Background: an optimization exercise with open tools, aiming at small area and a short achievable clock period. Do not read the settings as production practice. The RTL was checked by simulation tests, not by an equivalence proof against the original design. No activity file was given, so power comes from the tool's default toggle rates.

$ cat run.sh
#!/bin/bash
# synth_recipe.tcl (not shown) runs the flow's synth.tcl, then flattens the netlist and writes it again
# the make line also repeats each setting of config.mk as NAME=value (left out here)
make -C /OpenROAD-flow-scripts/flow DESIGN_CONFIG=/design/flow/config.mk WORK_HOME=/design/flow/orfs CLKGATE_MAP_FILE= SYNTH_SCRIPT=/design/flow/synth_recipe.tcl finish
$ cat config.mk
export PLATFORM = sky130hd
export DESIGN_NAME = Matrix_Multiplication
export DESIGN_NICKNAME = Matrix_Multiplication
export VERILOG_FILES = /design/flow/design.v
export SDC_FILE = /design/flow/constraint.sdc
export NUM_CORES = 4
export LEC_CHECK = 0
export CAP_MARGIN = 20
export CORE_MARGIN = 2
export CORE_UTILIZATION = 40
export SLEW_MARGIN = 20
$ cat constraint.sdc
create_clock -name core_clock -period 6.5 [get_ports {clk}]
set_input_delay 1.3000 -clock core_clock [delete_from_list [all_inputs] [get_ports {clk}]]
set_output_delay 1.3000 -clock core_clock [all_outputs]
set_load 0.01 [all_outputs]
$ cat design.v
module Systolic_array (
    input clk, reset,
    input [7:0] in_a, in_b,
    output reg [7:0] out_a, out_b,
    output reg [16:0] out_c
);
    always @(posedge clk or posedge reset) 
		begin
			if (reset) begin
				out_a <= 8'b0;
				out_b <= 8'b0;
				out_c <= 17'b0;
        end
			else 
				begin
					out_c <= out_c + (in_a * in_b);
					out_a <= in_a;
					out_b <= in_b;
				end
			end
endmodule
module Matrix_Multiplication (
  input clk, reset,
  input [7:0] a1, a2, a3, a4, b1, b2, b3, b4,
  output [16:0] c1, c2, c3, c4, c5, c6, c7, c8, c9, c10, c11, c12, c13, c14, c15, c16
);
  wire [7:0] 
  p12, p15, p23, p26, 
  p34, p37, p48, p56, 
  p59, p610, p67, p78, 
  p711, p812, p913, p910, 
  p1014, p1011, p1115, p1112, 
  p1216, p1314, p1415, p1516;
  Systolic_array B1(
    .clk(clk),
    .reset(reset),
    .in_a(a1),
    .in_b(b1),
    .out_a(p15),
    .out_b(p12),
    .out_c(c1)
  );
  Systolic_array B2(
    .clk(clk),
    .reset(reset),
    .in_a(a2),
    .in_b(p12),
    .out_a(p26),
    .out_b(p23),
    .out_c(c2)
  );
  Systolic_array B3(
    .clk(clk),
    .reset(reset),
    .in_a(a3),
    .in_b(p23),
    .out_a(p37),
    .out_b(p34),
    .out_c(c3)
  );
  Systolic_array B4(
    .clk(clk),
    .reset(reset),
    .in_a(a4),
    .in_b(p34),
    .out_a(p48),
    .out_b(),
    .out_c(c4)
  );
  Systolic_array B5(
    .clk(clk),
    .reset(reset),
    .in_a(p15),
    .in_b(b2),
    .out_a(p59),
    .out_b(p56),
    .out_c(c5)
  );
  Systolic_array B6(
    .clk(clk),
    .reset(reset),
    .in_a(p26),
    .in_b(p56),
    .out_a(p610),
    .out_b(p67),
    .out_c(c6)
  );
  Systolic_array B7(
    .clk(clk),
    .reset(reset),
    .in_a(p37),
    .in_b(p67),
    .out_a(p711),
    .out_b(p78),
    .out_c(c7)
  );
  Systolic_array B8(
    .clk(clk),
    .reset(reset),
    .in_a(p48),
    .in_b(p78),
    .out_a(p812),
    .out_b(),
    .out_c(c8)
  );
  Systolic_array B9(
    .clk(clk),
    .reset(reset),
    .in_a(p59),
    .in_b(b3),
    .out_a(p913),
    .out_b(p910),
    .out_c(c9)
  );
  Systolic_array B10(
    .clk(clk),
    .reset(reset),
    .in_a(p610),
    .in_b(p910),
    .out_a(p1014),
    .out_b(p1011),
    .out_c(c10)
  );
  Systolic_array B11(
    .clk(clk),
    .reset(reset),
    .in_a(p711),
    .in_b(p1011),
    .out_a(p1115),
    .out_b(p1112),
    .out_c(c11)
  );
  Systolic_array B12(
    .clk(clk),
    .reset(reset),
    .in_a(p812),
    .in_b(p1112),
    .out_a(p1216),
    .out_b(),
    .out_c(c12)
  );
  Systolic_array B13(
    .clk(clk),
    .reset(reset),
    .in_a(p913),
    .in_b(b4),
    .out_a(),
    .out_b(p1314),
    .out_c(c13)
  );
  Systolic_array B14(
    .clk(clk),
    .reset(reset),
    .in_a(p1014),
    .in_b(p1314),
    .out_a(),
    .out_b(p1415),
    .out_c(c14)
  );
  Systolic_array B15(
    .clk(clk),
    .reset(reset),
    .in_a(p1115),
    .in_b(p1415),
    .out_a(),
    .out_b(p1516),
    .out_c(c15)
  );
  Systolic_array B16(
    .clk(clk),
    .reset(reset),
    .in_a(p1216),
    .in_b(p1516),
    .out_a(),
    .out_b(),
    .out_c(c16)
  );
endmodule
==> impl_metrics.csv <==
group,metric,value,unit
yosys,netlist_area,0.05614,mm²
worst_setup_path,start_kind,"input pin",
worst_setup_path,rr_endpoint,"B16.out_c[16]",
worst_setup_path,cp-end-kind,"flop",
route,drt_iter0_markers,1840,
yosys,ys_types,75,
cells_and_area,seq_area,0.01161,mm²
cells_and_area,fill_cells,13210,
sta,fin_skew,0.03047,ns
cells_and_area,drive_above_1_share,7.264,%
pwr,peakVddDrop,0.5853,mV
worst_setup_path,cp_max_fo,5,
yosys,ys_ff_latch,464,
sta,fin_crit,6.261,ns
clocking,cts_tree,"done",
die,ios,338,
placed_design,gp_congestion,0.8953,
sta,fin_crit_sh,96.32,%
hold_path,min_delay_path_depth,1,
clocking,clock-root-buffer,"clkbuf_16",
clocking,clkSlewWorstSetupHoldPaths,0.06,ns
grt,grt_pass1_wl,227.0,mm
yosys,avgSynthCellArea,9.700,µm²
grt,grt_max_degree,135,
cells_and_area,multi_input_area,0.04091,mm²
worst_setup_path,worstPathCellList,"clkdlybuf4s50_1 -> and2_1 -> fa_1 -> fa_1 -> inv_1 -> fa_1 -> fa_1 -> inv_1 -> ha_1 -> inv_1 -> o21bai_1 -> a2111oi_2 -> buf_4 -> or2_2 -> xnor2_1 -> ha_1 -> and2_1 -> a22o_1 -> a211oi_1 -> o31ai_1 -> a21oi_1 -> xnor2_1",
outcome,status,"no timing/DRC/antenna violations",
die,start_util,40.29,%
sta,hold_ws,0.4665,ns
placed_design,port_buffers,337,
die,die_area,0.1434,mm²
die,die-height,378.6,µm
sta,fmax,0.1597,GHz
sta,fin_ws,0.2389,ns
cells_and_area,fin_nets,7977,
pwr,p_per_area,571.2,mW/mm²
placed_design,dpl.hpwl,112.9,mm
grt,antenna_found_initial,20,
route,vias,41640,
run,drv_cap,0,
worst_setup_path,crit_cells,22,
sta,slew_viol_final,0,
clocking,clk_latency,0.67,ns
pwr,power.leakage,0.03349,µW
yosys,yosysMostFrequentCell,"inv_1",
worst_setup_path,critPathMaxStageDelay,0.56,ns
clocking,clk_path_buf_depth,3,
yosys,yosys.area.top_type,"fa_1",
yosys,synth_area_leaders,"fa_1, dfrtp_1, ha_1, and2_1, inv_1",
clocking,postCtsHoldBufs,0,
worst_setup_path,required,7.08,ns
route,firstDrtPassIters,7,
yosys,ys.flop_type,"dfrtp_1",
worst_setup_path,worst-path-buf-inv,5,
worst_setup_path,cp_slowest_cell,"clkdlybuf4s50_1",
worst_setup_path,cp-endpoint,"B9.out_c[15]",
worst_setup_path,startpoint,"b3[3]",
clocking,htreeDepth,3,
yosys,syn-instance-count,5788,
sta,worst_slew_pin_slew,0.8885,ns
route,drtAntennaViolNets,0,
grt,grt_overflow_total,0,
route,vias_per_cell,4.955,
yosys,yosysSeqAreaShare,20.68,%
die,core_area,0.1394,mm²
die,dieWidth,378.6,µm
route,routed_wl,136.7,mm
yosys,async_flop_share,100.0,%
clocking,cts.sinks,464,
sta,setup_viol,0,
sta,hold_viol,0,
route,drt-wirelength-per-cell,16.26,µm
yosys,synth_top_area_share,21.11,%
cells_and_area,utilization,47.68,%
yosys,syn_nets,7294,
route,drc,0,
hold_path,min-delay-path-class,"reg -> reg",
worst_setup_path,crit_type,"in -> reg",
worst_setup_path,rrSetupSlack,0.66,ns
yosys,synth_edf_count,0,
worst_setup_path,arrival,6.84,ns
worst_setup_path,r2r-start,"B15.out_b[2]",
worst_setup_path,worst_path_most_repeated_cell,"fa_1",
yosys,yosys_warnings,1,
cells_and_area,area_delta_synth_final,18.34,%
sta,maxSlewHeadroom,40.77,%
grt,grt_pass1_vias,44220,
clocking,numCtsBuffers,68,
placed_design,post-place-ws,-0.4777,ns
yosys,synthTopCellsByCount,"inv_1, and2_1, ha_1, fa_1, dfrtp_1",
worst_setup_path,reg2regPathDepth,22,
die,num_rows,137,
worst_setup_path,crit_family,"adder cells",
grt,grt.total_usage,19.63,%
==> power by group <==
group	leakage, µW	internal, µW	switching, µW
clock network	0.00114	2380	1550
registers	0.00540	4290	898
logic	0.0269	14300	14600
total	0.0335	20900	17000
==> logic make-up after synthesis <==
family	after synthesis	synth area share, %
xor+xnor	395	6.162
fa+ha+maj	1440	40.01
flops	464	20.68
simple gates	1583	15.68
buf+inv	972	6.498
mux	6	0.1070
compound gates	928	10.87
==> worst reg2reg max path, delay by kind of cell (launching register included) <==
kind	cells	cell delay [ns]
and+or+nand+nor	4	0.91
DFF	1	0.46
AOI/OAI and AO/OA	9	1.67
xor gates and xnor gates	1	0.14
adders and majority gates	6	2.52
buffers and inverters	2	0.09
==> area by class of cell <==
class                   instances  share of cell area [%]
multi-input cells            4352                   61.57
diodes                          4                 0.01507
clock inverters                37                  0.6798
flip-flops and latches        464                   17.48
well taps                    1876                   3.533
clock buffers                  87                   2.823
inverters                     949                   5.367
repair buffers                636                   8.538
==> cells in the final DEF, fill, tap and decap left out, drive strengths merged, types with 13 or more instances in the layout <==
cell type / synthesis / final
nand4: 35 / 35
xnor2: 291 / 291
ha: 848 / 848
o31ai: 25 / 25
a31oi: 33 / 33
o21ai: 124 / 124
and2: 869 / 869
nor2b: 25 / 25
fa: 592 / 592
buf: 4 / 299
nor2: 154 / 154
or4: 13 / 13
nand3: 35 / 35
a2111oi: 16 / 16
or3: 19 / 19
inv: 949 / 957
nand2: 274 / 274
nor3: 51 / 51
clkinv: 0 / 16
o211ai: 15 / 15
xor2: 104 / 104
and3: 19 / 19
o21bai: 86 / 86
a211oi: 18 / 18
nand2b: 27 / 27
clkdlybuf4s50: 0 / 335
dfrtp: 464 / 464
nor4: 16 / 16
a21o: 149 / 149
clkbuf: 19 / 87
or2: 18 / 18
a21oi: 327 / 327
o21a: 47 / 47
==> metrics by stage <==
step	cells	TNS, ns	total power, µW	instance area [µm²]
after global placement	8277	-5.323	33600	64080
after CTS	8401	0	38280	66400
after detailed placement	8277	-6.481	34000	64080
after global routing	8403	-0.004886	42050	66440
after floorplan	5788	-501.56	25360	56150
final	8405	0	37950	66440
==> worst min path at each step <==
| stage | from | end | slack (ns) |
|---|---|---|---|
| 6_report | B12.out_c[16] | B12.out_c[16] | 0.47 |
| 5_1_grt | B1.out_c[16] | B1.out_c[16] | 0.49 |
| 3_3_place_gp | B1.out_c[16] | B1.out_c[16] | 0.46 |
| 2_1_floorplan | B13.out_b[0] | B14.out_b[0] | 0.43 |
| 3_5_place_dp | B3.out_c[16] | B3.out_c[16] | 0.46 |
| 4_1_cts | B3.out_c[16] | B3.out_c[16] | 0.47 |
==> routing by layer <==
| metal | vias to the layer above | part of all wire (%) | global-route usage (%) |
|---|---|---|---|
| met5 | - | 0.13 | 0 |
| met4 | 26 | 3.5 | 6.705 |
| met3 | 212 | 5.1 | 4.331 |
| met2 | 648 | 48 | 33.76 |
| met1 | 20440 | 43 | 24.20 |
| li1 | 20320 | - | - |
==> what timing repair did <==
action,in CTS,in global routing
gates resized for setup,0,8
buffers inserted,0,0
setup endpoints to repair,0,6
hold endpoints to repair,0,0

==> what the ideal ports hide <==
The flow's constraints put no driver on any port. The routed layout listed below was extracted and timed again, unchanged, in two steps.
Step 1 (the two cells are an assumption about what drives the block):
set clk [get_ports {clk}]
set_driving_cell -lib_cell sky130_fd_sc_hd__clkbuf_16 $clk
set_driving_cell -lib_cell sky130_fd_sc_hd__buf_2 [delete_from_list [all_inputs] $clk]
Step 2, shift: input delay + t, output delay - t, t = (earliest + latest rising clock arrival at the registers) / 2. This alone moves slack from input paths to output paths.
a / b / c = ideal / step 1 / step 2; a / b = the first two.
shift t [ns]: 0.728
setup slack, ns: 0.239 / 0.262 / -0.466
worst hold slack (ns): 0.467 / 0.467 / 0.467
pins driven straight from the clock port: 1
Met with ideal ports but missed after step 2: setup timing in this run. The setup slack of this run moves by +0.023 ns with the drivers and by -0.705 ns with both steps.
